This is an optimization exercise on Yosys and OpenROAD, whose aim is small area, not a production implementation.
Only simulation tests tie the RTL to the original design; equivalence was not proved.
Power and IR drop assume default switching activity.

`design.v`:
```
`timescale 1ns / 1ps
module speed_select(
	input		clk,
	input		rst_n,
	input		bps_start,
	output reg	clk_bps
	);
	reg[3:0]	cnt;
	always @ (posedge clk or negedge rst_n)
		if(!rst_n)			cnt <= 4'd0;
		else if(!bps_start)	cnt <= 4'd0;
		else				cnt <= cnt + 1'b1;
	always @ (posedge clk or negedge rst_n)
		if(!rst_n)	clk_bps <= 1'b0;
		else		clk_bps <= (cnt == 4'd7);
endmodule
`timescale 1ns / 1ps
module my_uart_rx(
	input			clk,
	input			rst_n,
	input			rs232_rx,
	output reg[7:0]	rx_data,
	output reg		rx_data_valid
	);
	reg		rx0, rx1, rx2, rx3;
	always @ (posedge clk or negedge rst_n)
		if(!rst_n) begin
			rx0 <= 1'b0; rx1 <= 1'b0; rx2 <= 1'b0; rx3 <= 1'b0;
		end else begin
			rx0 <= rs232_rx; rx1 <= rx0; rx2 <= rx1; rx3 <= rx2;
		end
	wire	neg_rx = rx3 & rx2 & ~rx1 & ~rx0;
	reg			rx_int;
	reg[3:0]	num;
	wire		clk_bps;
	speed_select sp(.clk(clk), .rst_n(rst_n), .bps_start(rx_int), .clk_bps(clk_bps));
	always @ (posedge clk or negedge rst_n)
		if(!rst_n) begin
			rx_int <= 1'b0;
			rx_data_valid <= 1'b0;
		end else if(neg_rx) begin
			rx_int <= 1'b1;
			rx_data_valid <= 1'b0;
		end else if(num == 4'd10) begin
			rx_int <= 1'b0;
			rx_data_valid <= 1'b1;
		end else
			rx_data_valid <= 1'b0;
	reg[7:0]	tmp;
	always @ (posedge clk)
		if(rx_int && clk_bps)
			case(num)
			4'd1: tmp[0] <= rs232_rx;
			4'd2: tmp[1] <= rs232_rx;
			4'd3: tmp[2] <= rs232_rx;
			4'd4: tmp[3] <= rs232_rx;
			4'd5: tmp[4] <= rs232_rx;
			4'd6: tmp[5] <= rs232_rx;
			4'd7: tmp[6] <= rs232_rx;
			4'd8: tmp[7] <= rs232_rx;
			default: ;
			endcase
	always @ (posedge clk)
		if(rx_int && !clk_bps && num == 4'd10)
			rx_data <= tmp;
	always @ (posedge clk or negedge rst_n)
		if(!rst_n)
			num <= 4'd0;
		else if(rx_int) begin
			if(clk_bps)				num <= num + 1'b1;
			else if(num == 4'd10)	num <= 4'd0;
		end
endmodule
`timescale 1ns / 1ps
module my_uart_tx #(parameter LEN = 20, parameter CW = 5) (
	input				clk,
	input				rst_n,
	input				frame_start,
	input[7:0]			byte_in,
	output reg			busy,
	output reg[CW-1:0]	cnt,
	output				cap,
	output reg			tx_en,
	output reg			tx
	);
	wire		tx_done_w;
	reg			byte_start;
	reg[7:0]	ivl;
	always @ (posedge clk or negedge rst_n)
		if(!rst_n)					busy <= 1'b0;
		else if(frame_start)		busy <= 1'b1;
		else if(cnt == LEN)			busy <= 1'b0;
	always @ (posedge clk or negedge rst_n)
		if(!rst_n)					cnt <= 0;
		else if(tx_done_w)			cnt <= cnt + 1'b1;
		else if(cnt == LEN)			cnt <= 0;
	always @ (posedge clk or negedge rst_n)
		if(!rst_n)					ivl <= 8'd0;
		else if(tx_done_w)			ivl <= 8'd0;
		else if(!byte_start)		ivl <= ivl + 1'b1;
		else						ivl <= 8'd0;
	always @ (posedge clk or negedge rst_n)
		if(!rst_n)					byte_start <= 1'b0;
		else if(tx_done_w)			byte_start <= 1'b0;
		else if((ivl > 8'd5) && busy) byte_start <= 1'b1;
	reg			int1, int2;
	reg[3:0]	num;
	reg			tx_done;
	reg[7:0]	buf_r;
	wire		clk_bps;
	assign		tx_done_w = tx_done;
	assign		cap = int1 & ~int2;
	speed_select sp(.clk(clk), .rst_n(rst_n), .bps_start(tx_en), .clk_bps(clk_bps));
	always @ (posedge clk or negedge rst_n)
		if(!rst_n) begin int1 <= 1'b0; int2 <= 1'b0; end
		else begin int1 <= byte_start; int2 <= int1; end
	always @ (posedge clk or negedge rst_n)
		if(!rst_n)				tx_en <= 1'b0;
		else if(cap)			tx_en <= 1'b1;
		else if(num == 4'd12)	tx_en <= 1'b0;
	always @ (posedge clk)
		if(cap)					buf_r <= byte_in;
	always @ (posedge clk or negedge rst_n)
		if(!rst_n) begin
			num <= 4'd0;
			tx <= 1'b1;
			tx_done <= 1'b0;
		end else if(tx_en) begin
			if(clk_bps) begin
				num <= num + 1'b1;
				case(num)
				4'd0: tx <= 1'b0;
				4'd1: tx <= buf_r[0];
				4'd2: tx <= buf_r[1];
				4'd3: tx <= buf_r[2];
				4'd4: tx <= buf_r[3];
				4'd5: tx <= buf_r[4];
				4'd6: tx <= buf_r[5];
				4'd7: tx <= buf_r[6];
				4'd8: tx <= buf_r[7];
				default: tx <= 1'b1;
				endcase
			end else if(num == 4'd12) begin
				num <= 4'd0;
				tx_done <= 1'b1;
			end
		end else
			tx_done <= 1'b0;
endmodule
`timescale 1ns / 1ps
module dline #(parameter N = 54) (
	input			clk,
	input[7:0]		din,
	output[7:0]		tap
	);
	reg[8*N-1:0]	sr;
	always @ (posedge clk)
		sr <= {din, sr[8*N-1:8]};
	assign tap = sr[7:0];
endmodule
`timescale 1ns / 1ps
module can_rw(
	input		clk,
	input 		reset_n,
	input		rd_start,
	input		wr_start,
	input[7:0]	address,
	input[7:0]	tx_data,
	input[7:0]	can_in,
	output reg[7:0]	rx_data,
	output reg		en_out,		
	output reg[7:0]	can_out,
	output reg		rd_valid,
	output reg		convert_dir,
	output reg 		can_ale,
	output reg 		can_wr_n,can_rd_n,can_cs_n,
	output reg		rd_done,wr_done
    );
	reg[3:0] 	op_state;
	always @ (posedge clk or negedge reset_n)
		if(!reset_n)
			begin
			op_state		<= 4'd0;
			convert_dir		<= 1'b1;
			en_out			<= 1'b0;
			can_out			<= 8'd0;
			can_ale			<= 1'b0;
			can_cs_n		<= 1'b1;
			can_rd_n		<= 1'b1;
			rd_valid		<= 1'b0;
			rx_data			<= 8'd0;
			rd_done			<= 1'b0;
			wr_done			<= 1'b0;
			can_wr_n		<= 1'b1;
			end
		else if(rd_start)
			case(op_state)
			4'd0:
				begin
				convert_dir	<= 1'b0;
				op_state	<= op_state + 1'b1;
				end
			4'd1,4'd6:
				op_state	<= op_state + 1'b1;
			4'd2:
				begin
				can_out		<= address;
				en_out		<= 1'b1;
				can_ale		<= 1'b1;
				op_state	<= op_state + 1'b1;
				end
			4'd3:
				begin
				can_ale		<= 1'b0;
				op_state	<= op_state + 1'b1;
				end
			4'd4:
				begin
				can_cs_n	<= 1'b0;
				en_out		<= 1'b0;
				convert_dir	<= 1'b1;
				op_state	<= op_state + 1'b1;
				end
			4'd5:
				begin
				can_rd_n	<= 1'b0;
				op_state	<= op_state + 1'b1;
				end
			4'd7:
				begin
				rd_valid	<= 1'b1;
				op_state	<= op_state + 1'b1;
				end
			4'd8:
				begin
				rd_valid	<= 1'b0;
				op_state	<= op_state + 1'b1;
				end
			4'd9:
				begin
				rx_data		<= can_in;
				can_rd_n	<= 1'b1;
				op_state	<= op_state + 1'b1;
				end
			4'd10:
				begin
				can_cs_n	<= 1'b1;
				op_state	<= op_state + 1'b1;
				rd_done		<= 1'b1;
				end
			4'd11:
				begin
				op_state	<= 4'd0;
				rd_done		<= 1'b0;
				end
			default:;
			endcase
		else if(wr_start)
			case(op_state)
			4'd0,4'd1:
				begin
				convert_dir	<= 1'b0;
				op_state	<= op_state + 1'b1;
				end
			4'd2:
				begin
				can_out		<= address;
				can_ale		<= 1'b1;
				en_out		<= 1'b1;
				op_state	<= op_state + 1'b1;				
				end
			4'd3:
				begin
				can_ale		<= 1'b0;
				op_state	<= op_state + 1'b1;
				end
			4'd4:
				begin
				can_cs_n	<= 1'b0;
				op_state	<= op_state + 1'b1;
				end
			4'd5:
				begin
				can_wr_n	<= 1'b0;
				op_state	<= op_state + 1'b1;
				end
			4'd6:
				begin
				can_out		<= tx_data;
				op_state	<= op_state + 1'b1;
				end
			4'd7:
				op_state	<= op_state + 1'b1;
			4'd8:
				begin
				can_wr_n	<= 1'b1;
				op_state	<= op_state + 1'b1;
				end
			4'd9:
				begin
				can_cs_n	<= 1'b1;
				wr_done		<= 1'b1;
				en_out		<= 1'b0;
				convert_dir	<= 1'b1;
				op_state	<= op_state + 1'b1;
				end
			4'd10:
				begin
				wr_done		<= 1'b0;
				op_state	<= 4'd0;
				end
			default:;
			endcase
		else
			begin
			op_state		<= 0;
			convert_dir		<= 1'b1;
			en_out			<= 1'b0;
			can_out			<= 8'd0;
			can_ale			<= 1'b0;
			can_cs_n		<= 1'b1;
			can_rd_n		<= 1'b1;
			rd_valid		<= 1'b0;
			rx_data			<= 8'd0;
			rd_done			<= 1'b0;
			can_wr_n		<= 1'b1;
			end
endmodule
`timescale 1ns / 1ps
module SJA1000(
	input clk,
	input reset_n,
	output reg		 can_rx_done,
	output reg[47:0] can_rx_data,
	input[39:0]		can_tx_data,
	output reg		can_tx_done,
	output			can_error,
	output		convert_dir,
	input[7:0] 	can_in,
	output[7:0] can_out,
	output		en_out,
	output		rd_valid,
	output can_ale,
	output can_wr_n,can_rd_n,can_cs_n,
	output can_rst
    );
	assign	can_rst		= 1'b1;
	assign	can_error	= 1'b0;
	reg[3:0]	can_state;
	reg[3:0]	init_state;
	reg			init_start;
	reg 		init_done;
	reg[7:0]	init_address;
	reg[7:0]	init_tx_data;
	reg			init_rd_start;
	reg			init_wr_start;
	reg[7:0]	CR_temp;
	reg			SR_RBS_done;
	reg			SR_RBS_start;
	reg[3:0]	SR_RBS_state;
	reg[7:0]	SR_RBS_address;
	reg			SR_RBS_rd_start;
	reg			RD_DATA_done;
	reg			RD_DATA_start;
	reg[3:0]	RD_DATA_state;
	reg[7:0]	rd_data_address;
	reg			rd_data_rd_start;
	reg[47:0]	can_rx_data_r;
	reg 		CMR_RRB_start;
	reg			CMR_RRB_done;
	reg[3:0]	CMR_RRB_state;
	reg[7:0]	CMR_RRB_address;
	reg			CMR_RRB_wr_start;
	reg[7:0]	CMR_RRB_tx_data;
	reg			SR_TBS_start;
	reg			SR_TBS_done;
	reg[3:0]	SR_TBS_state;
	reg[7:0]	SR_TBS_address;
	reg			SR_TBS_rd_start;
	reg			WR_DATA_start;
	reg			WR_DATA_done;
	reg[3:0]	WR_DATA_state;
	reg[7:0]	wr_data_address;
	reg			wr_data_wr_start;
	reg[7:0]	wr_data_tx_data;
	reg 		CMR_TR_start;
	reg			CMR_TR_done;
	reg[3:0]	CMR_TR_state;
	reg[7:0]	CMR_TR_address;
	reg			CMR_TR_wr_start;
	reg[7:0]	CMR_TR_tx_data;
	wire		ctrl_rd_start;
	wire		ctrl_wr_start;
	wire[7:0]	ctrl_address;
	wire[7:0]	ctrl_tx_data;
	wire[7:0]	ctrl_rx_data;
	wire		ctrl_rd_done;
	wire		ctrl_wr_done;
	always @ (posedge clk or negedge reset_n)
		if(!reset_n)
			begin
			can_state		<= 4'b0000;
			init_start		<= 1'b0;
			SR_RBS_start	<= 1'b0;
			RD_DATA_start	<= 1'b0;
			CMR_RRB_start	<= 1'b0;
			SR_TBS_start	<= 1'b0;
			WR_DATA_start	<= 1'b0;
			CMR_TR_start	<= 1'b0;
			can_rx_done		<= 1'b0;
			can_rx_data		<= 48'd0;
			can_tx_done		<= 1'b0;
			end
		else
			case(can_state)
			4'b0000:
				begin
				init_start	<= 1'b1;
				if(init_done)
					begin
					can_state	<= 4'b0001;
					init_start	<= 1'b0;
					end
				end
			4'b0001:			
				begin
				SR_RBS_start	<= 1'b1;
				if(SR_RBS_done)
					begin
					SR_RBS_start<= 1'b0;
					can_state	<= 4'b0010;
					end					
				end
			4'b0010:
				begin
				RD_DATA_start	<= 1'b1;
				if(RD_DATA_done)
					begin
					RD_DATA_start	<= 1'b0;
					can_state		<= 4'b0011;
					can_rx_data		<= can_rx_data_r;
					can_rx_done		<= 1'b1;
					end
				end
			4'b0011:
				begin
				can_rx_done		<= 1'b0;
				CMR_RRB_start	<= 1'b1;
				if(CMR_RRB_done)
					begin
					CMR_RRB_start	<= 1'b0;
					can_state		<= 4'b0100;
					end
				end
			4'b0100:
				begin
				SR_TBS_start	<= 1'b1;
				if(SR_TBS_done)
					begin
					SR_TBS_start	<= 1'b0;
					can_state		<= 4'b0101;
					end
				end
			4'b0101:
				begin
				WR_DATA_start	<= 1'b1;
				if(WR_DATA_done)
					begin
					WR_DATA_start	<= 1'b0;
					can_state		<= 4'b0110;
					can_tx_done		<= 1'b1;
					end
				end
			4'b0110:
				begin
				can_tx_done		<= 1'b0;
				CMR_TR_start	<= 1'b1;
				if(CMR_TR_done)
					begin
					CMR_TR_start	<= 1'b0;
					can_state		<= 4'b0001;
					end
				end
			default:;
			endcase
	assign	ctrl_address	= (can_state==4'b0000)?init_address:((can_state==4'b0001)?SR_RBS_address:
							((can_state==4'b0010)?rd_data_address:((can_state==4'b0011)?CMR_RRB_address:
							((can_state==4'b0100)?SR_TBS_address:((can_state==4'b0101)?wr_data_address:
							((can_state==4'b0110)?CMR_TR_address:0))))));
	assign	ctrl_rd_start	= (can_state==4'b0000)?init_rd_start:((can_state==4'b0001)?SR_RBS_rd_start:
							((can_state==4'b0010)?rd_data_rd_start:((can_state==4'b0011)?0:
							((can_state==4'b0100)?SR_TBS_start:((can_state==4'b0101)?0:
							((can_state==4'b0110)?0:0))))));
	assign	ctrl_wr_start	= (can_state==4'b0000)?init_wr_start:((can_state==4'b0001)?0 :
							((can_state==4'b0010)?0:((can_state==4'b0011)?CMR_RRB_wr_start:
							((can_state==4'b0100)?0:((can_state==4'b0101)?wr_data_wr_start:
							((can_state==4'b0110)?CMR_TR_wr_start:0))))));
	assign	ctrl_tx_data	= (can_state==4'b0000)?init_tx_data:((can_state==4'b0001)?0 :
							((can_state==4'b0010)?0:((can_state==4'b0011)?CMR_RRB_tx_data:
							((can_state==4'b0100)?0:((can_state==4'b0101)?wr_data_tx_data:
							((can_state==4'b0110)?CMR_TR_tx_data:0))))));
can_rw can_rw_inst (
    .clk(clk), 
    .reset_n(reset_n), 
    .rd_start(ctrl_rd_start), 
    .wr_start(ctrl_wr_start), 
    .address(ctrl_address), 
    .tx_data(ctrl_tx_data), 
    .can_in(can_in), 
    .rx_data(ctrl_rx_data), 
    .en_out(en_out), 
    .can_out(can_out), 
    .rd_valid(rd_valid), 
    .convert_dir(convert_dir), 
    .can_ale(can_ale), 
    .can_wr_n(can_wr_n), 
    .can_rd_n(can_rd_n), 
    .can_cs_n(can_cs_n), 
    .rd_done(ctrl_rd_done), 
    .wr_done(ctrl_wr_done)
    );
	always @ (posedge clk or negedge reset_n)
		if(!reset_n)
			begin
			init_state		<= 0;
			init_done		<= 1'b0;
			init_address	<= 0;
			init_tx_data	<= 0;
			init_rd_start	<= 0;
			init_wr_start	<= 0;
			CR_temp			<= 8'h0;
			end
		else if(init_start)
			case(init_state)
			4'b0000:
				begin
				init_address	<= 8'h00;
				init_tx_data	<= 8'h09;
				init_wr_start	<= 1'b1;
				if(ctrl_wr_done)
					begin
					init_state	<= 4'b0001;
					init_wr_start	<= 1'b0;
					end
				end
			4'b0001:
				begin
				init_address	<= 8'h00;
				init_rd_start	<= 1'b1;
				if(ctrl_rd_done && (ctrl_rx_data[0] == 1'b1))
					begin
					init_state	<= 4'b0010;
					init_rd_start	<= 1'b0;
					end
				else if(ctrl_rd_done && (ctrl_rx_data[0] == 1'b0))
					begin
					init_state	<= 4'b0000;
					init_rd_start	<= 1'b0;
					end
				end
			4'b0010:
				begin
				init_address	<= 8'h1F;
				init_tx_data	<= 8'hC8;
				init_wr_start	<= 1'b1;
				if(ctrl_wr_done)
					begin
					init_state	<= 4'b0011;
					init_wr_start	<= 1'b0;
					end
				end
			4'b0011:
				begin
				init_address	<= 8'h1F;
				init_rd_start	<= 1'b1;
				if(ctrl_rd_done && (ctrl_rx_data == 8'hC8))
					begin
					init_state	<= 4'b0100;
					init_rd_start	<= 1'b0;
					init_address	<= 8'h14;
					end
				else if(ctrl_rd_done && (ctrl_rx_data != 8'hC8))
					begin
					init_state	<= 4'b0010;
					init_rd_start	<= 1'b0;
					end
				end
			4'b0100: 
				begin
				init_tx_data	<= 8'hFF;
				init_wr_start	<= 1'b1;
				if(ctrl_wr_done)
					begin
					init_address	<= init_address + 1'b1;
					init_wr_start	<= 1'b0;
					if(init_address	== 8'h17)
						init_state	<= 4'b0101;
					end				
				end
			4'b0101: 
				begin
				init_address	<= 8'h06;
				init_tx_data	<= 8'h01;
				init_wr_start	<= 1'b1;
				if(ctrl_wr_done)
					begin
					init_wr_start	<= 1'b0;
					init_state		<= 4'b0110;
					end
				end
			4'b0110:
				begin
				init_address	<= 8'h07;
				init_tx_data	<= 8'h1C;
				init_wr_start	<= 1'b1;
				if(ctrl_wr_done)
					begin
					init_wr_start	<= 1'b0;
					init_state		<= 4'b0111;
					end
				end
			4'b0111:
				begin
				init_address	<= 8'h08;
				init_tx_data	<= 8'h1A;
				init_wr_start	<= 1'b1;
				if(ctrl_wr_done)
					begin
					init_wr_start	<= 1'b0;
					init_state		<= 4'b1000;
					end
				end
			4'b1000:
				begin
				init_address	<= 8'h00;
				init_rd_start	<= 1'b1;
				if(ctrl_rd_done)
					begin
					init_rd_start	<= 1'b0;
					CR_temp			<= ctrl_rx_data;
					init_state		<= 4'b1001;
					end
				end
			4'b1001:
				begin
				init_address	<= 8'h00;
				init_tx_data	<= CR_temp & 8'hFE;
				init_wr_start	<= 1'b1;
				if(ctrl_wr_done)
					begin
					init_wr_start	<= 1'b0;
					init_state		<= 4'b1010;
					init_done		<= 1'b1;
					end
				end
			4'b1010:
				begin
				init_done	<= 1'b0;
				init_state		<= 4'b1011;
				end
			default:;
			endcase
	always @ (posedge clk or negedge reset_n)
		if(!reset_n)
			begin
			SR_RBS_state 	<= 0;
			SR_RBS_address	<= 8'h0;
			SR_RBS_rd_start	<= 1'b0;
			SR_RBS_done		<= 1'b0;
			end
		else if(SR_RBS_start)
			case(SR_RBS_state)
			4'b0000:
				begin
				SR_RBS_address	<= 8'h02;
				SR_RBS_rd_start	<= 1'b1;
				if(ctrl_rd_done && ctrl_rx_data[0])
					begin
					SR_RBS_done	<= 1'b1;
					SR_RBS_rd_start	<= 1'b0;
					SR_RBS_state	<= 4'b0001;
					end
				end
			4'b0001:
				begin
				SR_RBS_done		<= 1'b0;
				SR_RBS_state	<= 4'b0000;
				end
			default:;
			endcase
	always @ (posedge clk or negedge reset_n)
		if(!reset_n)
			begin
			RD_DATA_state	<= 0;
			rd_data_address	<= 0;
			rd_data_rd_start<= 0;
			RD_DATA_done	<= 1'b0;
			can_rx_data_r	<= 48'd0;
			end
		else if(RD_DATA_start)
			case(RD_DATA_state)
			4'b0000:
				begin
				rd_data_address		<= 8'h11;
				rd_data_rd_start	<= 1'b1;
				if(ctrl_rd_done && ctrl_rx_data==8'h06)	 
					begin
					rd_data_rd_start	<= 1'b0;
					RD_DATA_state		<= 4'b0001;
					end
				end
			4'b0001:
				begin
				rd_data_address		<= 8'h12;
				rd_data_rd_start	<= 1'b1;
				if(ctrl_rd_done && ctrl_rx_data==8'h02)
					begin
					rd_data_rd_start	<= 1'b0;
					RD_DATA_state		<= 4'b0010;
					end
				end
			4'b0010:
				begin
				rd_data_address		<= 8'h13;
				rd_data_rd_start	<= 1'b1;
				if(ctrl_rd_done && ctrl_rx_data==8'h04)
					begin
					rd_data_rd_start	<= 1'b0;
					RD_DATA_state		<= 4'b0011;
					end
				end
			4'b0011:
				begin
				rd_data_address		<= 8'h14;
				rd_data_rd_start	<= 1'b1;
				if(ctrl_rd_done && ctrl_rx_data==8'h00)
					begin
					rd_data_rd_start	<= 1'b0;
					RD_DATA_state		<= 4'b0100;
					end
				end
			4'b0100:
				begin
				rd_data_address		<= 8'h15;
				rd_data_rd_start	<= 1'b1;
				if(ctrl_rd_done)
					begin
					rd_data_rd_start	<= 1'b0;
					RD_DATA_state		<= 4'b0101;
					can_rx_data_r[7:0]	<= ctrl_rx_data; 
					end
				end
			4'b0101:
				begin
				rd_data_address		<= 8'h16;
				rd_data_rd_start	<= 1'b1;
				if(ctrl_rd_done)
					begin
					rd_data_rd_start	<= 1'b0;
					RD_DATA_state		<= 4'b0110;
					can_rx_data_r[15:8]	<= ctrl_rx_data; 
					end
				end
			4'b0110:
				begin
				rd_data_address		<= 8'h17;
				rd_data_rd_start	<= 1'b1;
				if(ctrl_rd_done)
					begin
					rd_data_rd_start	<= 1'b0;
					RD_DATA_state		<= 4'b0111;
					can_rx_data_r[23:16]	<= ctrl_rx_data; 
					end
				end
			4'b0111:
				begin
				rd_data_address		<= 8'h18;
				rd_data_rd_start	<= 1'b1;
				if(ctrl_rd_done)
					begin
					rd_data_rd_start	<= 1'b0;
					RD_DATA_state		<= 4'b1000;
					can_rx_data_r[31:24]	<= ctrl_rx_data; 
					end
				end
			4'b1000:
				begin
				rd_data_address		<= 8'h19;
				rd_data_rd_start	<= 1'b1;
				if(ctrl_rd_done)
					begin
					rd_data_rd_start	<= 1'b0;
					RD_DATA_state		<= 4'b1001;
					can_rx_data_r[39:32]	<= ctrl_rx_data; 
					end
				end
			4'b1001:
				begin
				rd_data_address		<= 8'h1A;
				rd_data_rd_start	<= 1'b1;
				if(ctrl_rd_done)
					begin
					rd_data_rd_start	<= 1'b0;
					RD_DATA_state		<= 4'b1010;
					can_rx_data_r[47:40]	<= ctrl_rx_data;
					RD_DATA_done		<= 1'b1;
					end
				end
			4'b1010:
				begin
				RD_DATA_done		<= 1'b0;
				RD_DATA_state		<= 4'b0;
				end
			default:;
		endcase
	always @ (posedge clk or negedge reset_n)
		if(!reset_n)
			begin
			CMR_RRB_address		<= 8'h0;
			CMR_RRB_wr_start	<= 1'b0;
			CMR_RRB_tx_data		<= 8'h0;
			CMR_RRB_done		<= 1'b0;
			CMR_RRB_state		<= 4'h0;
			end
		else if(CMR_RRB_start)
			case(CMR_RRB_state)
			4'b0000:
				begin
				CMR_RRB_address		<= 8'h01;
				CMR_RRB_wr_start	<= 1'b1;
				CMR_RRB_tx_data		<= 8'h04;
				if(ctrl_wr_done)
					begin
					CMR_RRB_wr_start	<= 1'b0;
					CMR_RRB_done		<= 1'b1;
					CMR_RRB_state		<= 4'b0001;
					end
				end
			4'b0001:
				begin
				CMR_RRB_done		<= 1'b0;
				CMR_RRB_state		<= 4'b0000;
				end
			default:;
			endcase
	always @ (posedge clk or negedge reset_n)
		if(!reset_n)
			begin
			SR_TBS_address	<= 8'h0;
			SR_TBS_rd_start	<= 1'b0;
			SR_TBS_done		<= 1'b0;
			SR_TBS_state 	<= 0;
			end
		else if(SR_TBS_start)
			case(SR_TBS_state)
			4'b0000:
				begin
				SR_TBS_address	<= 8'h02;
				SR_TBS_rd_start	<= 1'b1;
				if(ctrl_rd_done && ctrl_rx_data[2])
					begin
					SR_TBS_done		<= 1'b1;
					SR_TBS_rd_start	<= 1'b0;
					SR_TBS_state	<= 4'b0001;
					end
				end
			4'b0001:
				begin
				SR_TBS_state	<= 4'b0000;
				SR_TBS_done		<= 1'b0;
				end
			default:;
			endcase
	always @ (posedge clk or negedge reset_n)
		if(!reset_n)
			begin
			WR_DATA_state	<= 4'b0000;
			WR_DATA_done	<= 1'b0;
			wr_data_address	<= 8'h0;
			wr_data_wr_start<= 1'b0;
			wr_data_tx_data	<= 8'h0;
			end
		else if(WR_DATA_start)
			case(WR_DATA_state)
			4'b0000:
				begin
				wr_data_address	<= 8'h10;
				wr_data_wr_start<= 1'b1;
				wr_data_tx_data	<= 8'h85;
				if(ctrl_wr_done)
					begin
					wr_data_wr_start<= 1'b0;
					WR_DATA_state	<= 4'b0001;
					end
				end
			4'b0001:
				begin
				wr_data_address	<= 8'h11;
				wr_data_wr_start<= 1'b1;
				wr_data_tx_data	<= 8'h06;
				if(ctrl_wr_done)
					begin
					wr_data_wr_start<= 1'b0;
					WR_DATA_state	<= 4'b0010;
					end
				end
			4'b0010:
				begin
				wr_data_address	<= 8'h12;
				wr_data_wr_start<= 1'b1;
				wr_data_tx_data	<= 8'h04;
				if(ctrl_wr_done)
					begin
					wr_data_wr_start<= 1'b0;
					WR_DATA_state	<= 4'b0011;
					end
				end
			4'b0011:
				begin
				wr_data_address	<= 8'h13;
				wr_data_wr_start<= 1'b1;
				wr_data_tx_data	<= 8'h10;
				if(ctrl_wr_done)
					begin
					wr_data_wr_start<= 1'b0;
					WR_DATA_state	<= 4'b0100;
					end
				end
			4'b0100:
				begin
				wr_data_address	<= 8'h14;
				wr_data_wr_start<= 1'b1;
				wr_data_tx_data	<= 0;
				if(ctrl_wr_done)
					begin
					wr_data_wr_start<= 1'b0;
					WR_DATA_state	<= 4'b0101;
					end
				end
			4'b0101:
				begin
				wr_data_address	<= 8'h15;
				wr_data_wr_start<= 1'b1;
				wr_data_tx_data	<= can_tx_data[7:0];
				if(ctrl_wr_done)
					begin
					wr_data_wr_start<= 1'b0;
					WR_DATA_state	<= 4'b0110;
					end
				end
			4'b0110:
				begin
				wr_data_address	<= 8'h16;
				wr_data_wr_start<= 1'b1;
				wr_data_tx_data	<= can_tx_data[15:8];
				if(ctrl_wr_done)
					begin
					wr_data_wr_start<= 1'b0;
					WR_DATA_state	<= 4'b0111;
					end
				end
			4'b0111:
				begin
				wr_data_address	<= 8'h17;
				wr_data_wr_start<= 1'b1;
				wr_data_tx_data	<= can_tx_data[23:16];
				if(ctrl_wr_done)
					begin
					wr_data_wr_start<= 1'b0;
					WR_DATA_state	<= 4'b1000;
					end
				end
			4'b1000:
				begin
				wr_data_address	<= 8'h18;
				wr_data_wr_start<= 1'b1;
				wr_data_tx_data	<= can_tx_data[31:24];
				if(ctrl_wr_done)
					begin
					wr_data_wr_start<= 1'b0;
					WR_DATA_state	<= 4'b1001;
					end
				end
			4'b1001:
				begin
				wr_data_address	<= 8'h19;
				wr_data_wr_start<= 1'b1;
				wr_data_tx_data	<= can_tx_data[39:32];
				if(ctrl_wr_done)
					begin
					wr_data_wr_start<= 1'b0;
					WR_DATA_state	<= 4'b1010;
					WR_DATA_done	<= 1'b1;
					end
				end
			4'b1010:
				begin
				WR_DATA_done		<= 1'b0;
				WR_DATA_state	<= 4'b0000;
				end			
			default:;
			endcase
	always @ (posedge clk or negedge reset_n)
		if(!reset_n)
			begin
			CMR_TR_address		<= 8'h0;
			CMR_TR_wr_start	<= 1'b0;
			CMR_TR_tx_data		<= 8'h0;
			CMR_TR_done		<= 1'b0;
			CMR_TR_state		<= 4'h0;
			end
		else if(CMR_TR_start)
			case(CMR_TR_state)
			4'b0000:
				begin
				CMR_TR_address		<= 8'h01;
				CMR_TR_wr_start	<= 1'b1;
				CMR_TR_tx_data		<= 8'h04;
				if(ctrl_wr_done)
					begin
					CMR_TR_wr_start	<= 1'b0;
					CMR_TR_done		<= 1'b1;
					CMR_TR_state		<= 4'b0001;
					end
				end
			4'b0001:
				begin
				CMR_TR_done		<= 1'b0;
				CMR_TR_state		<= 4'b0000;
				end
			default:;
			endcase
endmodule
`timescale 1ns / 1ps
module rx_frame #(
	parameter		CW		= 6,
	parameter[7:0]	LEN		= 8'd57,
	parameter[7:0]	SOF_L	= 8'h9F,
	parameter[7:0]	SOF_H	= 8'hE4
	)(
	input				clk,
	input				reset_n,
	input				rx,
	output[7:0]			rx_byte,
	output				rx_valid,
	output reg[1:0]		state,
	output reg[CW-1:0]	cnt,
	output				wr,
	output				wr_last,
	output reg			done,
	output				done_first
	);
	my_uart_rx u_rx(.clk(clk), .rst_n(reset_n), .rs232_rx(rx),
					.rx_data(rx_byte), .rx_data_valid(rx_valid));
	reg		lastL, sof;
	always @ (posedge clk or negedge reset_n)
		if(!reset_n) begin
			lastL <= 1'b0;
			sof <= 1'b0;
		end else begin
			if(rx_valid) lastL <= (rx_byte == SOF_L);
			sof <= rx_valid && (rx_byte == SOF_H) && lastL;
		end
	reg			cerr;
	reg[12:0]	t1;
	wire		tmo = (t1 > 13'd6000);
	always @ (posedge clk or negedge reset_n)
		if(!reset_n)						state <= 2'd0;
		else if(sof && (cnt < 3))			state <= 2'd1;
		else if(cnt == LEN - 1)				state <= 2'd2;
		else if(done)						state <= 2'd0;
		else if(cerr || tmo)				state <= 2'd0;
	reg[7:0]	sum;
	always @ (posedge clk or negedge reset_n)
		if(!reset_n)
			cnt <= 0;
		else case(state)
			2'd0: cnt <= 2;
			2'd1, 2'd2: if(rx_valid) cnt <= cnt + 1'b1;
			default: ;
		endcase
	always @ (posedge clk)
		case(state)
		2'd0: sum <= SOF_H + SOF_L;
		2'd1: if(rx_valid) sum <= sum + rx_byte;
		default: ;
		endcase
	always @ (posedge clk or negedge reset_n)
		if(!reset_n) begin
			done <= 1'b0;
			cerr <= 1'b0;
		end else begin
			done <= (cnt == LEN) && (sum == rx_byte);
			cerr <= (cnt == LEN) && (sum != rx_byte);
		end
	always @ (posedge clk or negedge reset_n)
		if(!reset_n)						t1 <= 13'd0;
		else if(done || tmo || rx_valid)	t1 <= 13'd0;
		else								t1 <= t1 + 1'b1;
	assign	wr			= rx_valid && (state == 2'd1);
	assign	wr_last		= rx_valid && (state == 2'd2);
	assign	done_first	= done && (state == 2'd2);
endmodule
`timescale 1ns / 1ps
module dataControl(
	input			clk,
	input			reset_n,
	output			period_start,
	output			smp,
	output[6:0]		idx,
	output reg		adt_start
	);
	reg[14:0]	timerCnt;
	always @ (posedge clk or negedge reset_n)
		if(!reset_n)					timerCnt <= 15'd0;
		else if(timerCnt == 15'd24999)	timerCnt <= 15'd0;
		else							timerCnt <= timerCnt + 1'b1;
	assign	period_start = (timerCnt == 15'd24998);
	reg[1:0]	clkCnt;
	always @ (posedge clk or negedge reset_n)
		if(!reset_n)	clkCnt <= 2'd0;
		else			clkCnt <= clkCnt + 1'b1;
	wire	tick = (clkCnt == 2'd1);
	reg			wr_r, wr;
	reg[6:0]	addr;
	always @ (posedge clk or negedge reset_n)
		if(!reset_n)				wr_r <= 1'b0;
		else if(period_start)		wr_r <= 1'b1;
		else if(addr == 7'd65)		wr_r <= 1'b0;
	always @ (posedge clk or negedge reset_n)
		if(!reset_n)	wr <= 1'b0;
		else if(tick)	wr <= wr_r;
	always @ (posedge clk or negedge reset_n)
		if(!reset_n)	addr <= 7'd0;
		else if(!tick)	;
		else if(wr)		addr <= addr + 1'b1;
		else			addr <= 7'd0;
	always @ (posedge clk or negedge reset_n)
		if(!reset_n)	adt_start <= 1'b0;
		else			adt_start <= (addr == 7'd66);
	assign	smp = wr && (clkCnt == 2'd0);
	assign	idx = addr;
endmodule
`timescale 1ns / 1ps
module cpmTop(
	input clk,
	input reset_n,
	input rx_wenmiao,
	input rx_fakong,
	input rx_adt,
	output tx_wenmiao,
	output tx_fakong,
	output tx_adt,
	input[7:0]  SJA1000_add_data_i,
	output[7:0] SJA1000_add_data_o,
	output      SJA1000_add_data_oe,
	output can_ale,can_cs_n,can_rd_n,can_wr_n,can_rst,
	output convert_dir
    );
	wire		rd_valid;
	reg[7:0]	can_in;
	always @ (posedge clk or negedge reset_n)
		if(!reset_n)		can_in <= 8'd0;
		else if(rd_valid)	can_in <= SJA1000_add_data_i;
SJA1000 SJA1000_inst (
    .clk(clk),
    .reset_n(reset_n),
    .can_rx_done(),
    .can_rx_data(),
    .can_tx_data(40'd0),
    .can_tx_done(),
    .can_error(),
    .convert_dir(convert_dir),
    .can_in(can_in),
    .can_out(SJA1000_add_data_o),
    .en_out(SJA1000_add_data_oe),
    .rd_valid(rd_valid),
    .can_ale(can_ale),
    .can_wr_n(can_wr_n),
    .can_rd_n(can_rd_n),
    .can_cs_n(can_cs_n),
    .can_rst(can_rst)
    );
	wire		period_start, smp, adt_start;
	wire[6:0]	idx;
	dataControl dc (.clk(clk), .reset_n(reset_n), .period_start(period_start),
					.smp(smp), .idx(idx), .adt_start(adt_start));
	wire[7:0]	w_byte;
	wire		w_valid, w_wr, w_wrl, w_done, w_df;
	wire[1:0]	w_state;
	wire[5:0]	w_cnt;
	rx_frame #(.CW(6), .LEN(8'd57), .SOF_L(8'h9F), .SOF_H(8'hE4)) w_rx (
		.clk(clk), .reset_n(reset_n), .rx(rx_wenmiao), .rx_byte(w_byte), .rx_valid(w_valid),
		.state(w_state), .cnt(w_cnt), .wr(w_wr), .wr_last(w_wrl), .done(w_done), .done_first(w_df));
	reg[5:0]	wcol;
	always @ (posedge clk or negedge reset_n)
		if(!reset_n)			wcol <= 6'd3;
		else if(wcol == 6'd56)	wcol <= 6'd3;
		else					wcol <= wcol + 1'b1;
	reg			wptr;		 
	reg			wv;			 
	reg[7:0]	wlg56;		 
	reg			wpend;		 
	always @ (posedge clk or negedge reset_n)
		if(!reset_n) begin
			wptr <= 1'b0;
			wv <= 1'b0;
			wpend <= 1'b0;
		end else begin
			if(w_df) begin
				wptr <= ~wptr;
				wv <= 1'b1;
			end
			if(w_wr && (w_cnt <= 6'd55))		wpend <= 1'b1;
			else if(wpend && (wcol == w_cnt))	wpend <= 1'b0;
		end
	always @ (posedge clk)
		if(w_df) wlg56 <= w_byte;
	wire		wput = wpend && (wcol == w_cnt);
	wire[7:0]	wa_tap, wb_tap, ws_tap;
	dline #(.N(54)) wl_a (.clk(clk), .din((wput &&  wptr) ? w_byte : wa_tap), .tap(wa_tap));
	dline #(.N(54)) wl_b (.clk(clk), .din((wput && !wptr) ? w_byte : wb_tap), .tap(wb_tap));
	wire[7:0]	f_byte;
	wire		f_valid, f_wr, f_wrl, f_done, f_df;
	wire[1:0]	f_state;
	wire[3:0]	f_cnt;
	rx_frame #(.CW(4), .LEN(8'd9), .SOF_L(8'h8E), .SOF_H(8'hAA)) f_rx (
		.clk(clk), .reset_n(reset_n), .rx(rx_fakong), .rx_byte(f_byte), .rx_valid(f_valid),
		.state(f_state), .cnt(f_cnt), .wr(f_wr), .wr_last(f_wrl), .done(f_done), .done_first(f_df));
	reg[7:0]	fip2, fip3, fip4, fip5, fip6, fip7;
	reg[7:0]	flg2, flg3, flg4, flg5, flg6, flg7, flg8;
	reg			fv;
	always @ (posedge clk)
		if(f_wr)
			case(f_cnt)
			4'd2: fip2 <= f_byte;
			4'd3: fip3 <= f_byte;
			4'd4: fip4 <= f_byte;
			4'd5: fip5 <= f_byte;
			4'd6: fip6 <= f_byte;
			4'd7: fip7 <= f_byte;
			default: ;
			endcase
	always @ (posedge clk)
		if(f_df) begin
			flg2 <= fip2; flg3 <= fip3; flg4 <= fip4; flg5 <= fip5;
			flg6 <= fip6; flg7 <= fip7; flg8 <= f_byte;
		end
	always @ (posedge clk or negedge reset_n)
		if(!reset_n)	fv <= 1'b0;
		else if(f_df)	fv <= 1'b1;
	wire[7:0]	a_byte;
	wire		a_valid, a_wr, a_wrl, a_done, a_df;
	wire[1:0]	a_state;
	wire[4:0]	a_cnt;
	rx_frame #(.CW(5), .LEN(8'd25), .SOF_L(8'h64), .SOF_H(8'h00)) a_rx (
		.clk(clk), .reset_n(reset_n), .rx(rx_adt), .rx_byte(a_byte), .rx_valid(a_valid),
		.state(a_state), .cnt(a_cnt), .wr(a_wr), .wr_last(a_wrl), .done(a_done), .done_first(a_df));
	reg[4:0]	acol;
	always @ (posedge clk or negedge reset_n)
		if(!reset_n)			acol <= 5'd3;
		else if(acol == 5'd19)	acol <= 5'd3;
		else					acol <= acol + 1'b1;
	reg			aptr, av, apend;
	reg[7:0]	aip20, aip21, alg20, alg21;
	always @ (posedge clk or negedge reset_n)
		if(!reset_n) begin
			aptr <= 1'b0;
			av <= 1'b0;
			apend <= 1'b0;
		end else begin
			if(a_df) begin
				aptr <= ~aptr;
				av <= 1'b1;
			end
			if(a_wr && (a_cnt <= 5'd18))		apend <= 1'b1;
			else if(apend && (acol == a_cnt))	apend <= 1'b0;
		end
	always @ (posedge clk) begin
		if(a_wr && (a_cnt == 5'd20)) aip20 <= a_byte;
		if(a_wr && (a_cnt == 5'd21)) aip21 <= a_byte;
		if(a_df) begin
			alg20 <= aip20;
			alg21 <= aip21;
		end
	end
	wire		aput = apend && (acol == a_cnt);
	wire[7:0]	aa_tap, ab_tap, wt_tap;
	dline #(.N(17)) al_a (.clk(clk), .din((aput &&  aptr) ? a_byte : aa_tap), .tap(aa_tap));
	dline #(.N(17)) al_b (.clk(clk), .din((aput && !aptr) ? a_byte : ab_tap), .tap(ab_tap));
	wire		wt_busy, wt_cap, wt_en;
	wire[4:0]	wt_cnt;
	reg[7:0]	wt_byte;
	my_uart_tx #(.LEN(20), .CW(5)) wt (.clk(clk), .rst_n(reset_n), .frame_start(period_start),
		.byte_in(wt_byte), .busy(wt_busy), .cnt(wt_cnt), .cap(wt_cap), .tx_en(wt_en), .tx(tx_wenmiao));
	reg[1:0]	wbr;
	reg			wbuilt, wp, wpv;
	reg[4:0]	wcpc;
	always @ (posedge clk or negedge reset_n)
		if(!reset_n) begin
			wbr <= 2'd0;
			wbuilt <= 1'b0;
			wcpc <= 5'd0;
		end else begin
			wbr <= {wbr[0], wt_busy};
			if(wbr[1] & ~wbr[0]) begin
				wbuilt <= 1'b1;
				wcpc <= 5'd17;
			end else if(wcpc != 5'd0)
				wcpc <= wcpc - 1'b1;
		end
	always @ (posedge clk)
		if(wbr[1] & ~wbr[0]) begin
			wp <= aptr;
			wpv <= av;
		end
	wire[7:0]	wt_src = wpv ? (wp ? ab_tap : aa_tap) : 8'd0;
	dline #(.N(17)) wtl (.clk(clk), .din((wcpc != 5'd0) ? wt_src : wt_tap), .tap(wt_tap));
	reg[7:0]	pfw, accw;
	always @ (posedge clk) begin
		if(wt_en && ({1'b0, acol} == {1'b0, wt_cnt} + 6'd2)) pfw <= wt_tap;
		if(wt_cap) accw <= ((wt_cnt == 5'd0) ? 8'd0 : accw) + wt_byte;
	end
	always @ (*)
		if(wt_cnt == 5'd19)		wt_byte = accw;
		else if(!wbuilt)		wt_byte = 8'd0;
		else if(wt_cnt == 5'd0)	wt_byte = 8'h64;
		else if(wt_cnt == 5'd1)	wt_byte = 8'h00;
		else					wt_byte = pfw;
	wire		ft_busy, ft_cap, ft_en;
	wire[5:0]	ft_cnt;
	reg[7:0]	ft_byte;
	my_uart_tx #(.LEN(32), .CW(6)) ft (.clk(clk), .rst_n(reset_n), .frame_start(period_start),
		.byte_in(ft_byte), .busy(ft_busy), .cnt(ft_cnt), .cap(ft_cap), .tx_en(ft_en), .tx(tx_fakong));
	reg[1:0]	fbr;
	reg			fbuilt, fp, fpv;
	reg[5:0]	fcpc;
	reg[7:0]	fw4, fw5, fw6, fw7, fw14, fw15, fa20, fa21, accf;
	always @ (posedge clk or negedge reset_n)
		if(!reset_n) begin
			fbr <= 2'd0;
			fbuilt <= 1'b0;
			fcpc <= 6'd0;
		end else begin
			fbr <= {fbr[0], ft_busy};
			if(fbr[1] & ~fbr[0]) begin
				fbuilt <= 1'b1;
				fcpc <= 6'd54;
			end else if(fcpc != 6'd0)
				fcpc <= fcpc - 1'b1;
		end
	wire[7:0]	fw_src = fpv ? (fp ? wb_tap : wa_tap) : 8'd0;
	always @ (posedge clk) begin
		if(fbr[1] & ~fbr[0]) begin
			fp <= wptr;
			fpv <= wv;
			fa20 <= av ? alg20 : 8'd0;
			fa21 <= av ? alg21 : 8'd0;
		end
		if(fcpc != 6'd0)
			case(wcol)
			6'd5:  fw4  <= fw_src;
			6'd6:  fw5  <= fw_src;
			6'd7:  fw6  <= fw_src;
			6'd8:  fw7  <= fw_src;
			6'd15: fw14 <= fw_src;
			6'd16: fw15 <= fw_src;
			default: ;
			endcase
		if(ft_cap) accf <= ((ft_cnt == 6'd0) ? 8'd0 : accf) + ft_byte;
	end
	always @ (*)
		if(ft_cnt == 6'd31)		ft_byte = accf;
		else if(!fbuilt)		ft_byte = 8'd0;
		else case(ft_cnt)
			6'd0:			ft_byte = 8'hAA;
			6'd1:			ft_byte = 8'h8E;
			6'd10, 6'd11:	ft_byte = 8'h55;
			6'd14:			ft_byte = fw4;
			6'd15:			ft_byte = fw5;
			6'd16:			ft_byte = fw6;
			6'd17:			ft_byte = fw7;
			6'd18:			ft_byte = fw14;
			6'd19:			ft_byte = fw15;
			6'd20, 6'd21:	ft_byte = 8'hAA;
			6'd22:			ft_byte = fa20;
			6'd23:			ft_byte = fa21;
			default:		ft_byte = 8'd0;
		endcase
	reg			s0, s1, s57, s58, p0, v0;
	reg[5:0]	jf;
	reg[7:0]	s56, sf59, sf60, sf61, sf62, sf63, sf64, sf65;
	always @ (posedge clk)
		if(smp) begin
			case(idx)
			7'd0: begin s0 <= wv; p0 <= wptr; v0 <= wv; end
			7'd1: s1 <= wv;
			7'd56: s56 <= wv ? wlg56 : 8'd0;
			7'd57: s57 <= fv;
			7'd58: s58 <= fv;
			7'd59: sf59 <= fv ? flg2 : 8'd0;
			7'd60: sf60 <= fv ? flg3 : 8'd0;
			7'd61: sf61 <= fv ? flg4 : 8'd0;
			7'd62: sf62 <= fv ? flg5 : 8'd0;
			7'd63: sf63 <= fv ? flg6 : 8'd0;
			7'd64: sf64 <= fv ? flg7 : 8'd0;
			7'd65: sf65 <= fv ? flg8 : 8'd0;
			default: ;
			endcase
			if(idx == 7'd0)
				jf <= 6'd63;
			else if((idx <= 7'd55) && (wptr != p0) && (jf == 6'd63))
				jf <= idx[5:0] + 1'b1;
		end
	reg[5:0]	scpc;
	always @ (posedge clk or negedge reset_n)
		if(!reset_n)					scpc <= 6'd0;
		else if(smp && (idx == 7'd55))	scpc <= 6'd54;
		else if(scpc != 6'd0)			scpc <= scpc - 1'b1;
	wire[7:0]	s_old = v0 ? (p0 ? wb_tap : wa_tap) : 8'd0;
	wire[7:0]	s_new = p0 ? wa_tap : wb_tap;
	wire[7:0]	s_src = (wcol < jf) ? s_old : s_new;
	dline #(.N(54)) wl_s (.clk(clk), .din((scpc != 6'd0) ? s_src : ws_tap), .tap(ws_tap));
	wire		at_busy, at_cap, at_en;
	wire[6:0]	at_cnt;
	reg[7:0]	at_byte, pfa;
	my_uart_tx #(.LEN(66), .CW(7)) at (.clk(clk), .rst_n(reset_n), .frame_start(adt_start),
		.byte_in(at_byte), .busy(at_busy), .cnt(at_cnt), .cap(at_cap), .tx_en(at_en), .tx(tx_adt));
	always @ (posedge clk)
		if(at_en && ({1'b0, wcol} == at_cnt + 7'd2)) pfa <= ws_tap;
	always @ (*)
		case(at_cnt)
		7'd0:	at_byte = s0 ? 8'h9F : 8'h00;
		7'd1:	at_byte = s1 ? 8'hE4 : 8'h00;
		7'd56:	at_byte = s56;
		7'd57:	at_byte = s57 ? 8'h8E : 8'h00;
		7'd58:	at_byte = s58 ? 8'hAA : 8'h00;
		7'd59:	at_byte = sf59;
		7'd60:	at_byte = sf60;
		7'd61:	at_byte = sf61;
		7'd62:	at_byte = sf62;
		7'd63:	at_byte = sf63;
		7'd64:	at_byte = sf64;
		7'd65:	at_byte = sf65;
		default: at_byte = pfa;
		endcase
endmodule
```
`run.sh`:
```
#!/bin/bash
# synth_recipe.tcl (not shown) runs the flow's synth.tcl, then flattens the netlist and writes it again
# the make line also repeats each setting of config.mk as NAME=value (left out here)
make -C /OpenROAD-flow-scripts/flow DESIGN_CONFIG=/design/flow/config.mk WORK_HOME=/design/flow/orfs CLKGATE_MAP_FILE= SYNTH_SCRIPT=/design/flow/synth_recipe.tcl finish
```
`config.mk`:
```
export PLATFORM = sky130hd
export DESIGN_NAME = cpmTop
export DESIGN_NICKNAME = cpmTop
export VERILOG_FILES = /design/flow/design.v
export SDC_FILE = /design/flow/constraint.sdc
export NUM_CORES = 4
export LEC_CHECK = 0
export CAP_MARGIN = 20
export CORE_MARGIN = 2
export CORE_UTILIZATION = 40
export SLEW_MARGIN = 20
```
`constraint.sdc`:
```
create_clock -name core_clock -period 20.0 [get_ports {clk}]
set_input_delay 4.0000 -clock core_clock [delete_from_list [all_inputs] [get_ports {clk}]]
set_output_delay 4.0000 -clock core_clock [all_outputs]
set_load 0.01 [all_outputs]
```
==> notes.md <==
==> metal layers <==
layer,GRT usage [%],wire (µm),vias to the layer above
met3,2.70,4770,219
li1,-,-,16851
met5,0,0,-
met4,4.19,2860,0
met2,19.3,49900,558
met1,16.9,52900,16530
==> layout by cell type (no fill, tap or decap), types with 144 or more instances in the layout <==
cell type	count
edfxtp_1	415
nand2_1	238
clkbuf_16	234
dfrtp_1	378
and2_1	144
o21ai_0	155
nand3_1	145
dfxtp_1	1704
nor2_1	231
inv_1	148
==> cells in the mapped netlist (61+ instances only) <==
cell / number / area (µm²)
nor2b_1: 64 / 400
dfxtp_1: 1704 / 34100
nand2_1: 238 / 893
dfrtp_1: 378 / 9460
o21ai_0: 156 / 781
xor2_1: 69 / 604
edfxtp_1: 415 / 12500
a21oi_1: 88 / 440
ha_1: 141 / 1760
clkbuf_1: 90 / 338
mux2_2: 61 / 687
inv_1: 148 / 556
xnor2_1: 92 / 806
and2_1: 145 / 907
nor2_1: 231 / 867
nand3_1: 145 / 726
==> worst min-delay path by stage <==
stage | from | end | cells past startpoint
floorplan | al_a.sr[8]$_DFF_P_ | al_a.sr[0]$_DFF_P_ | 0
global placement | wl_b.sr[239]$_DFF_P_ | wl_b.sr[231]$_DFF_P_ | 0
detailed placement | al_a.sr[16]$_DFF_P_ | al_a.sr[8]$_DFF_P_ | 0
CTS | al_a.sr[37]$_DFF_P_ | al_a.sr[29]$_DFF_P_ | 0
global route | al_a.sr[37]$_DFF_P_ | al_a.sr[29]$_DFF_P_ | 0
finish | al_a.sr[37]$_DFF_P_ | al_a.sr[29]$_DFF_P_ | 0
==> through the flow <==
stage / util [%] / cell area, µm² / power (mW) / hold WS [ns]
floorplan: - / 71300 / 5.33 / 0.310
global placement: 41.9 / 74100 / 5.37 / 0.310
detailed placement: 41.9 / 74100 / 5.37 / 0.312
CTS: 46.5 / 82200 / 9.89 / 0.280
global route: 46.5 / 82200 / 10.1 / 0.262
finish: 46.5 / 82200 / 9.75 / 0.261
==> registers in the layout (all words and copies together) (netlist names), 13 cells and up <==
name and count:
a_rx.t1 13, al_a.sr 136, al_b.sr 136, dc.timerCnt 15, f_rx.t1 13, w_rx.t1 13
wl_a.sr 432, wl_b.sr 432, wl_s.sr 432, wtl.sr 136
==> power groups by stage <==
stage	Clock, mW	Combinational (mW)	Sequential, mW
after floorplan	0	0.0591	5.28
after global placement	0	0.0854	5.28
after detailed placement	0	0.0883	5.29
after CTS	4.62	0.0885	5.18
after global routing	4.84	0.100	5.18
final	4.49	0.0859	5.18
==> kinds of logic after synthesis <==
| group | after synthesis | synth area share (%) |
|---|---|---|
| xor+xnor | 162 | 2.00 |
| flops | 2508 | 79.0 |
| compound gates | 541 | 5.15 |
| other cells | 1 | 0.00526 |
| simple gates | 1124 | 8.12 |
| fa+ha+maj | 146 | 2.62 |
| mux | 99 | 1.50 |
| buf+inv | 280 | 1.60 |
==> cell type report <==
type	instances	area (µm²)
fillers	15265	94500
flip-flops and latches	2508	56300
multi-input cells	2073	13900
clock buffers	316	6680
well taps	2340	2930
clock inverters	109	1440
inverters	148	556
repair buffers	45	415
==> impl_metrics.tcl <==
set metrics [dict create \
    grt_pass1_vias 34116 \
    cts_resized 0 \
    cts_tree "built" \
    critPathTopFamily "flip-flops" \
    cts_setup_buffers 0 \
    gp_congestion 0.825 \
    slew_viol_final 0 \
    finalSetupTns_ns 0 \
    clock-root-buffer "clkbuf_16" \
    drc 0 \
    outcome "no timing/DRC/antenna violations" \
    synthCells 4861 \
    ctsHoldBuffers 0 \
    dp_slack_ns 13.69 \
    clockBufferDepth 3 \
    path_class "flip-flop to output port" \
    power_density_nw_per_um2 119 \
    syn_nets 5020 \
    path_max_fanout 2 \
    synthFlopType "dfxtp_1" \
    drtIter0Drc 1670 \
    antenna_found_initial 3 \
    p_comb_share_pct 0.9 \
    cp-startpoint "at.tx$_DFFE_PN1P_" \
    cap_viol_max_count 0 \
    grt_pass1_wl_mm 181 \
    cp.depth 1 \
    drive_gt1_share_pct 10.4 \
    start_util_pct 40.3 \
    cp.required_ns 16.00 \
    switching_power_mw 1.93 \
    synth_seq_cells 2508 \
    ir_worst_vdd_v 0.0000922 \
    ios 31 \
    critPathArrivalTime_ns 1.97 \
    track_usage_pct 12.3 \
    cts_buffers 225 \
    max_stage_delay_ns 0.59 \
    rsz0062_at_grt "no" \
    hold_viol 0 \
    seq_power_share_pct 53.1 \
    fmax_ghz 0.168 \
    insertion_delay_ns 0.85 \
    die_area_um2 182000 \
    syn_to_final_growth_pct 15.3 \
    antennaDiodeCount 0 \
    r2r_slack_ns 16.15 \
    dieHeight_um 426 \
    p_int_mw 7.82 \
    placed_cells 7114 \
    end_kind "output port" \
    finalNonFillerCells 7539 \
    vias 34158 \
    via_per_inst 4.53 \
    timing.rr.end "accf[7]$_DFFE_PP_" \
    syn_area_per_cell_um2 14.7 \
    slew_headroom_pct 36.1 \
    drt-total-wl_mm 110 \
    cp-endpoint "tx_adt" \
    leakage_nw 32.8 \
    cts_max_level 4 \
    grt_max_degree 80 \
    cts_sinks 2508 \
    synth_edf_count 415 \
    hpwl_mm 67.4 \
    ant_nets 0 \
    clk_pin_slew_worst_paths_ns 0.07 \
    power_frac_clock_pct 46.0 \
    final_nets 5160 \
    synth_warnings 14 \
    reg2reg_depth 13 \
    r2r-start "ft.cnt[4]$_DFFE_PN0P_" \
    grt-ovfl-total 0 \
    core-area_um2 177000 \
    netlist_area_um2 71300 \
    row_count 154 \
    worst_path_max_delay_cell "dfstp_2" \
    worst_slack_ns 14.03 \
    wire_per_inst_um 14.6 \
    swShare_pct 19.8 \
    synth.distinct_cells 98 \
    synth-async-reset-ratio_pct 15.5 \
    period_share_pct 29.8 \
    skew_ns 0.0756 \
    firstDrtPassIters 7 \
    cp-start-kind "flip-flop" \
    worst_pin_slew_ns 0.954 \
    path_cells "clkdlybuf4s50_1" \
    synth_seq_area_share_pct 79.0 \
    final-setup-viol-count 0 \
    hold_class "flip-flop to flip-flop" \
    min_period_ns 5.97 \
    portBuffers 29 \
    die_x_um 426 \
    path_buf_inv 1 \
]

## re-timing with driven ports
How much do the figures lean on ideal ports? The routed layout below was timed once more, with nothing changed but the port constraints. Step 1: set_driving_cell puts a clkbuf_16 on clk and a buf_2 on each other input, an assumption about the parent block. Step 2 adds t to the input delays and takes it off the output delays; t is the mean of the earliest and latest rising clock arrival at the registers after step 1. Input paths then give back, and output paths get back, about the clock's delay inside the block. Slacks: no drivers / after step 1 / after step 2; pairs: no drivers / after step 1.
shift t [ns]: 0.890
slack for setup (ns): 14.030 / 13.950 / 13.844
worst setup path after step 2: input, reset recovery
latest minus earliest clock arrival (ns): 0.078 / 0.078
After both steps this run still meets setup and hold. For this run, drivers alone change the setup slack by -0.080 ns; drivers and shift together by -0.186 ns. The worst setup slack also covers recovery checks on asynchronous resets.
